This design comes from an exercise in tuning for small area on the open sky130 flow, not from production work. RTL that was checked went through simulation tests only; none was proved equivalent to the original. Power figures rest on the tool's default switching activity, not on a simulated workload.

==> module spi_interface, before the edit <==
module spi_interface(
    output reg          mosi,
    input               miso,
    input               clk,
    input               rst,
    output reg          RX_valid,
    output reg [7:0]    output_shift_register,
    input               TX_valid,
    input [7:0]         input_shift_register
);
genvar j, p;
reg       r_in;                                 
reg       r_out;                                
reg [2:0] r_bit;
reg [3:0] r_q;                                  
reg [1:0] r_m;
reg       r_int;                                
reg [6:0] r_des;                                
wire r_k8   = (r_q == 4'd2) & (r_m == 2'd2);
wire r_k40  = (r_q == 4'd13) & (r_m == 2'd1);
wire r_end  = r_k40 | (r_int & r_k8);
wire r_last = r_in & (r_bit == 3'd7) & r_end;
wire r_lo   = (r_q < 4'd7);                     
wire r_ins  = r_in & (r_bit == 3'd7);
wire [7:0] r_byte = {r_des, miso};              
reg [20:0] ra [0:7];
reg [20:0] rb [0:7];
wire [7:0] r_tap;
generate
    for (j = 0; j < 8; j = j + 1) begin : rl
        always @(posedge clk) begin
            ra[j] <= {(r_ins & r_lo)  ? r_byte[7-j] : ra[j][0], ra[j][20:1]};
            rb[j] <= {(r_ins & ~r_lo) ? r_byte[7-j] : rb[j][0], rb[j][20:1]};
        end
        reg t;
        always @(*) begin
            if (r_lo) begin
                if (r_int)
                    case (r_m)
                        2'd0: t = ra[j][19];
                        2'd1: t = ra[j][5];
                        default: t = ra[j][12];
                    endcase
                else
                    case (r_m)
                        2'd0: t = ra[j][15];
                        2'd1: t = ra[j][1];
                        default: t = ra[j][8];
                    endcase
            end else begin
                case (r_m)
                    2'd0: t = rb[j][15];
                    2'd1: t = rb[j][1];
                    default: t = rb[j][8];
                endcase
            end
        end
        assign r_tap[7-j] = t;
    end
endgenerate
always @(posedge clk)
    r_des <= {r_des[5:0], miso};
always @(posedge clk) begin
    if (r_in & (r_q == 4'd0) & (r_m == 2'd0) & (r_bit == 3'd1))
        r_int <= miso;
end
always @(posedge clk or posedge rst) begin
    if (rst) begin
        r_in <= 1'b0;
        r_out <= 1'b0;
        RX_valid <= 1'b0;
        output_shift_register <= 8'd0;
    end else begin
        r_in <= r_in ? ~r_last : (~r_out & ~miso);
        r_out <= r_last | (r_out & ~r_end);
        RX_valid <= r_last | r_out;
        if (r_out)
            output_shift_register <= r_tap;
    end
end
wire r_inc = r_out | r_ins;
always @(posedge clk) begin
    if (~(r_in | r_out) | r_last | (r_out & r_end)) begin
        r_bit <= 3'd0;
        r_q <= 4'd0;
        r_m <= 2'd0;
    end else begin
        if (r_in)
            r_bit <= r_bit + 3'd1;
        if (r_inc) begin
            if (r_m == 2'd2) begin
                r_m <= 2'd0;
                r_q <= r_q + 4'd1;
            end else begin
                r_m <= r_m + 2'd1;
            end
        end
    end
end
reg       t_in;                                 
reg       t_out;                                
reg [2:0] t_bit;
reg [2:0] t_q;                                  
reg [2:0] t_m;
reg       t_int;                                
wire t_k8   = (t_q == 3'd1) & (t_m == 3'd2);
wire t_k40  = (t_q == 3'd6) & (t_m == 3'd4);
wire t_end  = (t_bit == 3'd7) & (t_k40 | (t_int & t_k8));
reg [41:0] tr [0:7];
reg t_tap;
generate
    for (j = 0; j < 8; j = j + 1) begin : tl
        always @(posedge clk)
            tr[j] <= {t_in ? input_shift_register[7-j] : tr[j][0], tr[j][41:1]};
    end
endgenerate
integer jj, mm;
always @(*) begin
    t_tap = 1'b0;
    for (jj = 0; jj < 8; jj = jj + 1)
        for (mm = 0; mm < 6; mm = mm + 1)
            if (t_bit == jj && t_m == mm)
                t_tap = tr[jj][(1 - jj - 7 * mm + 84) % 42];
end
always @(posedge clk) begin
    if (t_in & (t_q == 3'd0) & (t_m == 3'd0))
        t_int <= input_shift_register[6];
end
always @(posedge clk or posedge rst) begin
    if (rst) begin
        t_in <= 1'b0;
        t_out <= 1'b0;
        mosi <= 1'b1;
    end else begin
        t_in <= t_in ? ~t_k40 : (~t_out & TX_valid);
        t_out <= (t_in & t_k40) | (t_out & ~t_end);
        if (t_out)
            mosi <= t_tap;
        else
            mosi <= ~(t_in | TX_valid);
    end
end
wire t_inc = t_in | (t_bit == 3'd7);
always @(posedge clk) begin
    if (~(t_in | t_out) | (t_in & t_k40) | (t_out & t_end)) begin
        t_bit <= 3'd0;
        t_q <= 3'd0;
        t_m <= 3'd0;
    end else begin
        if (t_out)
            t_bit <= t_bit + 3'd1;
        if (t_inc) begin
            if (t_m == 3'd5) begin
                t_m <= 3'd0;
                t_q <= t_q + 3'd1;
            end else begin
                t_m <= t_m + 3'd1;
            end
        end
    end
end
endmodule
Settings: LEC_CHECK=0, CAP_MARGIN=20, CORE_MARGIN=2, CORE_UTILIZATION=80, PLACE_DENSITY=0.85, SLEW_MARGIN=20; clock period 5.0 ns.
standard.sh (not shown) runs the stock make flow with config.mk's settings and CLKGATE_MAP_FILE= SYNTH_SCRIPT=/design/flow/synth_recipe.tcl, a recipe that flattens the netlist after the stock synthesis.
==> flow/flow/run.sh <==
#!/bin/bash
# The standard layout, with our own clock tree synthesis options.
set -euo pipefail
export CTS_ARGS="-sink_clustering_enable -repair_clock_nets -sink_clustering_size 20 -sink_clustering_max_diameter 60 -buf_list sky130_fd_sc_hd__clkbuf_8 -dont_use_dummy_load"
export BUFFER_PORTS_ARGS="-buffer_cell sky130_fd_sc_hd__buf_1"
bash standard.sh > standard.log 2>&1
The starting point completed without violations.
Then changed:
--- a/flow/design.v
+++ b/flow/design.v
@@ -102,10 +102,9 @@
 reg [2:0] t_bit;
 reg [2:0] t_q;                                  
 reg [2:0] t_m;
-reg       t_int;                                
 wire t_k8   = (t_q == 3'd1) & (t_m == 3'd2);
 wire t_k40  = (t_q == 3'd6) & (t_m == 3'd4);
-wire t_end  = (t_bit == 3'd7) & (t_k40 | (t_int & t_k8));
+wire t_end  = (t_bit == 3'd7) & (t_k40 | (tr[1][14] & t_k8));
 reg [41:0] tr [0:7];
 reg t_tap;
 generate
@@ -121,10 +120,6 @@
         for (mm = 0; mm < 6; mm = mm + 1)
             if (t_bit == jj && t_m == mm)
                 t_tap = tr[jj][(1 - jj - 7 * mm + 84) % 42];
-end
-always @(posedge clk) begin
-    if (t_in & (t_q == 3'd0) & (t_m == 3'd0))
-        t_int <= input_shift_register[6];
 end
 always @(posedge clk or posedge rst) begin
     if (rst) begin
Via count fell by 1.1%.
Combinational power drops by 5.4%.
Design area shrinks by 0.64%.
Sequential power goes down by about 1%.
Worst hold slack got worse by 12 ps.
Maximum frequency came out higher by about 13%.
Worst setup slack is better by 370 ps.
Utilization hardly moves.
Clock-buffer cell count is unchanged.
Power came out lower by about 0.9%.
Flip-flop and latch count is lower by 1.
Clock power hardly moves.
Global-route usage decreases by 0.70 points.
Clock skew went down by 7.5 ps.
Only the layout flow was run in the second run of this note; the RTL was not checked for function there.


The RTL this note starts from:
==> flow/design.v <==
module spi_interface(
    output reg          mosi,
    input               miso,
    input               clk,
    input               rst,
    output reg          RX_valid,
    output reg [7:0]    output_shift_register,
    input               TX_valid,
    input [7:0]         input_shift_register
);
genvar j, p;
reg       r_in;                                 
reg       r_out;                                
reg [2:0] r_bit;
reg [3:0] r_q;                                  
reg [1:0] r_m;
reg       r_int;                                
reg [6:0] r_des;                                
wire r_k8   = (r_q == 4'd2) & (r_m == 2'd2);
wire r_k40  = (r_q == 4'd13) & (r_m == 2'd1);
wire r_end  = r_k40 | (r_int & r_k8);
wire r_last = r_in & (r_bit == 3'd7) & r_end;
wire r_lo   = (r_q < 4'd7);                     
wire r_ins  = r_in & (r_bit == 3'd7);
wire [7:0] r_byte = {r_des, miso};              
reg [20:0] ra [0:7];
reg [20:0] rb [0:7];
wire [7:0] r_tap;
generate
    for (j = 0; j < 8; j = j + 1) begin : rl
        always @(posedge clk) begin
            ra[j] <= {(r_ins & r_lo)  ? r_byte[7-j] : ra[j][0], ra[j][20:1]};
            rb[j] <= {(r_ins & ~r_lo) ? r_byte[7-j] : rb[j][0], rb[j][20:1]};
        end
        reg t;
        always @(*) begin
            if (r_lo) begin
                if (r_int)
                    case (r_m)
                        2'd0: t = ra[j][19];
                        2'd1: t = ra[j][5];
                        default: t = ra[j][12];
                    endcase
                else
                    case (r_m)
                        2'd0: t = ra[j][15];
                        2'd1: t = ra[j][1];
                        default: t = ra[j][8];
                    endcase
            end else begin
                case (r_m)
                    2'd0: t = rb[j][15];
                    2'd1: t = rb[j][1];
                    default: t = rb[j][8];
                endcase
            end
        end
        assign r_tap[7-j] = t;
    end
endgenerate
always @(posedge clk)
    r_des <= {r_des[5:0], miso};
always @(posedge clk) begin
    if (r_in & (r_q == 4'd0) & (r_m == 2'd0) & (r_bit == 3'd1))
        r_int <= miso;
end
always @(posedge clk or posedge rst) begin
    if (rst) begin
        r_in <= 1'b0;
        r_out <= 1'b0;
        RX_valid <= 1'b0;
        output_shift_register <= 8'd0;
    end else begin
        r_in <= r_in ? ~r_last : (~r_out & ~miso);
        r_out <= r_last | (r_out & ~r_end);
        RX_valid <= r_last | r_out;
        if (r_out)
            output_shift_register <= r_tap;
    end
end
wire r_inc = r_out | r_ins;
always @(posedge clk) begin
    if (~(r_in | r_out) | r_last | (r_out & r_end)) begin
        r_bit <= 3'd0;
        r_q <= 4'd0;
        r_m <= 2'd0;
    end else begin
        if (r_in)
            r_bit <= r_bit + 3'd1;
        if (r_inc) begin
            if (r_m == 2'd2) begin
                r_m <= 2'd0;
                r_q <= r_q + 4'd1;
            end else begin
                r_m <= r_m + 2'd1;
            end
        end
    end
end
reg       t_in;                                 
reg       t_out;                                
reg [2:0] t_bit;
reg [2:0] t_q;                                  
reg [2:0] t_m;
wire t_k8   = (t_q == 3'd1) & (t_m == 3'd2);
wire t_k40  = (t_q == 3'd6) & (t_m == 3'd4);
wire t_end  = (t_bit == 3'd7) & (t_k40 | (tr[1][14] & t_k8));
reg [41:0] tr [0:7];
reg t_tap;
generate
    for (j = 0; j < 8; j = j + 1) begin : tl
        always @(posedge clk)
            tr[j] <= {t_in ? input_shift_register[7-j] : tr[j][0], tr[j][41:1]};
    end
endgenerate
integer jj, mm;
always @(*) begin
    t_tap = 1'b0;
    for (jj = 0; jj < 8; jj = jj + 1)
        for (mm = 0; mm < 6; mm = mm + 1)
            if (t_bit == jj && t_m == mm)
                t_tap = tr[jj][(1 - jj - 7 * mm + 84) % 42];
end
always @(posedge clk or posedge rst) begin
    if (rst) begin
        t_in <= 1'b0;
        t_out <= 1'b0;
        mosi <= 1'b1;
    end else begin
        t_in <= t_in ? ~t_k40 : (~t_out & TX_valid);
        t_out <= (t_in & t_k40) | (t_out & ~t_end);
        if (t_out)
            mosi <= t_tap;
        else
            mosi <= ~(t_in | TX_valid);
    end
end
wire t_inc = t_in | (t_bit == 3'd7);
always @(posedge clk) begin
    if (~(t_in | t_out) | (t_in & t_k40) | (t_out & t_end)) begin
        t_bit <= 3'd0;
        t_q <= 3'd0;
        t_m <= 3'd0;
    end else begin
        if (t_out)
            t_bit <= t_bit + 3'd1;
        if (t_inc) begin
            if (t_m == 3'd5) begin
                t_m <= 3'd0;
                t_q <= t_q + 3'd1;
            end else begin
                t_m <= t_m + 3'd1;
            end
        end
    end
end
endmodule
Settings: LEC_CHECK=0, CAP_MARGIN=20, CORE_MARGIN=2, CORE_UTILIZATION=65, SLEW_MARGIN=20; clock period 5.0 ns.
Scripts as last shown in full above: flow/flow/run.sh
The baseline passed the timing, design-rule and antenna checks.
Rerun with:
--- a/flow/design.v
+++ b/flow/design.v
@@ -99,15 +99,16 @@
 end
 reg       t_in;                                 
 reg       t_out;                                
 reg [2:0] t_bit;
 reg [2:0] t_q;                                  
 reg [2:0] t_m;
+reg       t_int;                                
 wire t_k8   = (t_q == 3'd1) & (t_m == 3'd2);
 wire t_k40  = (t_q == 3'd6) & (t_m == 3'd4);
-wire t_end  = (t_bit == 3'd7) & (t_k40 | (tr[1][14] & t_k8));
+wire t_end  = (t_bit == 3'd7) & (t_k40 | (t_int & t_k8));
 reg [41:0] tr [0:7];
 reg t_tap;
 generate
     for (j = 0; j < 8; j = j + 1) begin : tl
         always @(posedge clk)
             tr[j] <= {t_in ? input_shift_register[7-j] : tr[j][0], tr[j][41:1]};
@@ -117,12 +118,16 @@
 always @(*) begin
     t_tap = 1'b0;
     for (jj = 0; jj < 8; jj = jj + 1)
         for (mm = 0; mm < 6; mm = mm + 1)
             if (t_bit == jj && t_m == mm)
                 t_tap = tr[jj][(1 - jj - 7 * mm + 84) % 42];
+end
+always @(posedge clk) begin
+    if (t_in & (t_q == 3'd0) & (t_m == 3'd0))
+        t_int <= input_shift_register[6];
 end
 always @(posedge clk or posedge rst) begin
     if (rst) begin
         t_in <= 1'b0;
         t_out <= 1'b0;
         mosi <= 1'b1;
Outcome: Worst setup slack degrades by 170 ps; non-clock buffer count is unchanged; hold slack degrades by 5.4 ps; global-route usage is lower by 0.14 points; cell area is higher by 0.71%; synthesized cell count is higher by 0.74%; utilization is lower by 0.90 points; maximum frequency is lower by 5.7%; routed wire length is higher by 1.4%.
The RTL of the first run of this note was laid out without a check of its function.

## afterwards: timing with drivers on the ports
The flow's constraints put no driver on any port. The routed layouts listed below were extracted and timed again, unchanged, in two steps.
Step 1, drivers: a clkbuf_16 drives clk and a buf_2 each remaining input, both assumed.
Step 2 moves the port delays by t, midway between the first and last clock arrival at a register: inputs arrive t later, outputs are due t later. That takes back most of the time a late clock gives input paths.
a / b / c = ideal ports / drivers / drivers and shift; a / b = the first two.
run	shift t [ns]	slack for setup (ns)	hold slack, ns	worst register clock-pin slew, ns	cell pins on the clock port's net
the first run of note 1	0.611	1.789 / 1.789 / 1.789	0.314 / 0.314 / 0.314	0.12 / 0.12	1
the second run of note 1	0.629	2.156 / 2.156 / 2.156	0.302 / 0.302 / 0.302	0.12 / 0.12	1
the first run of note 2	0.593	2.181 / 2.181 / 2.181	0.253 / 0.253 / 0.253	0.11 / 0.11	1
the second run of note 2	0.593	2.009 / 2.009 / 2.009	0.248 / 0.248 / 0.248	0.11 / 0.11	1
After both steps every run listed still meets setup and hold.
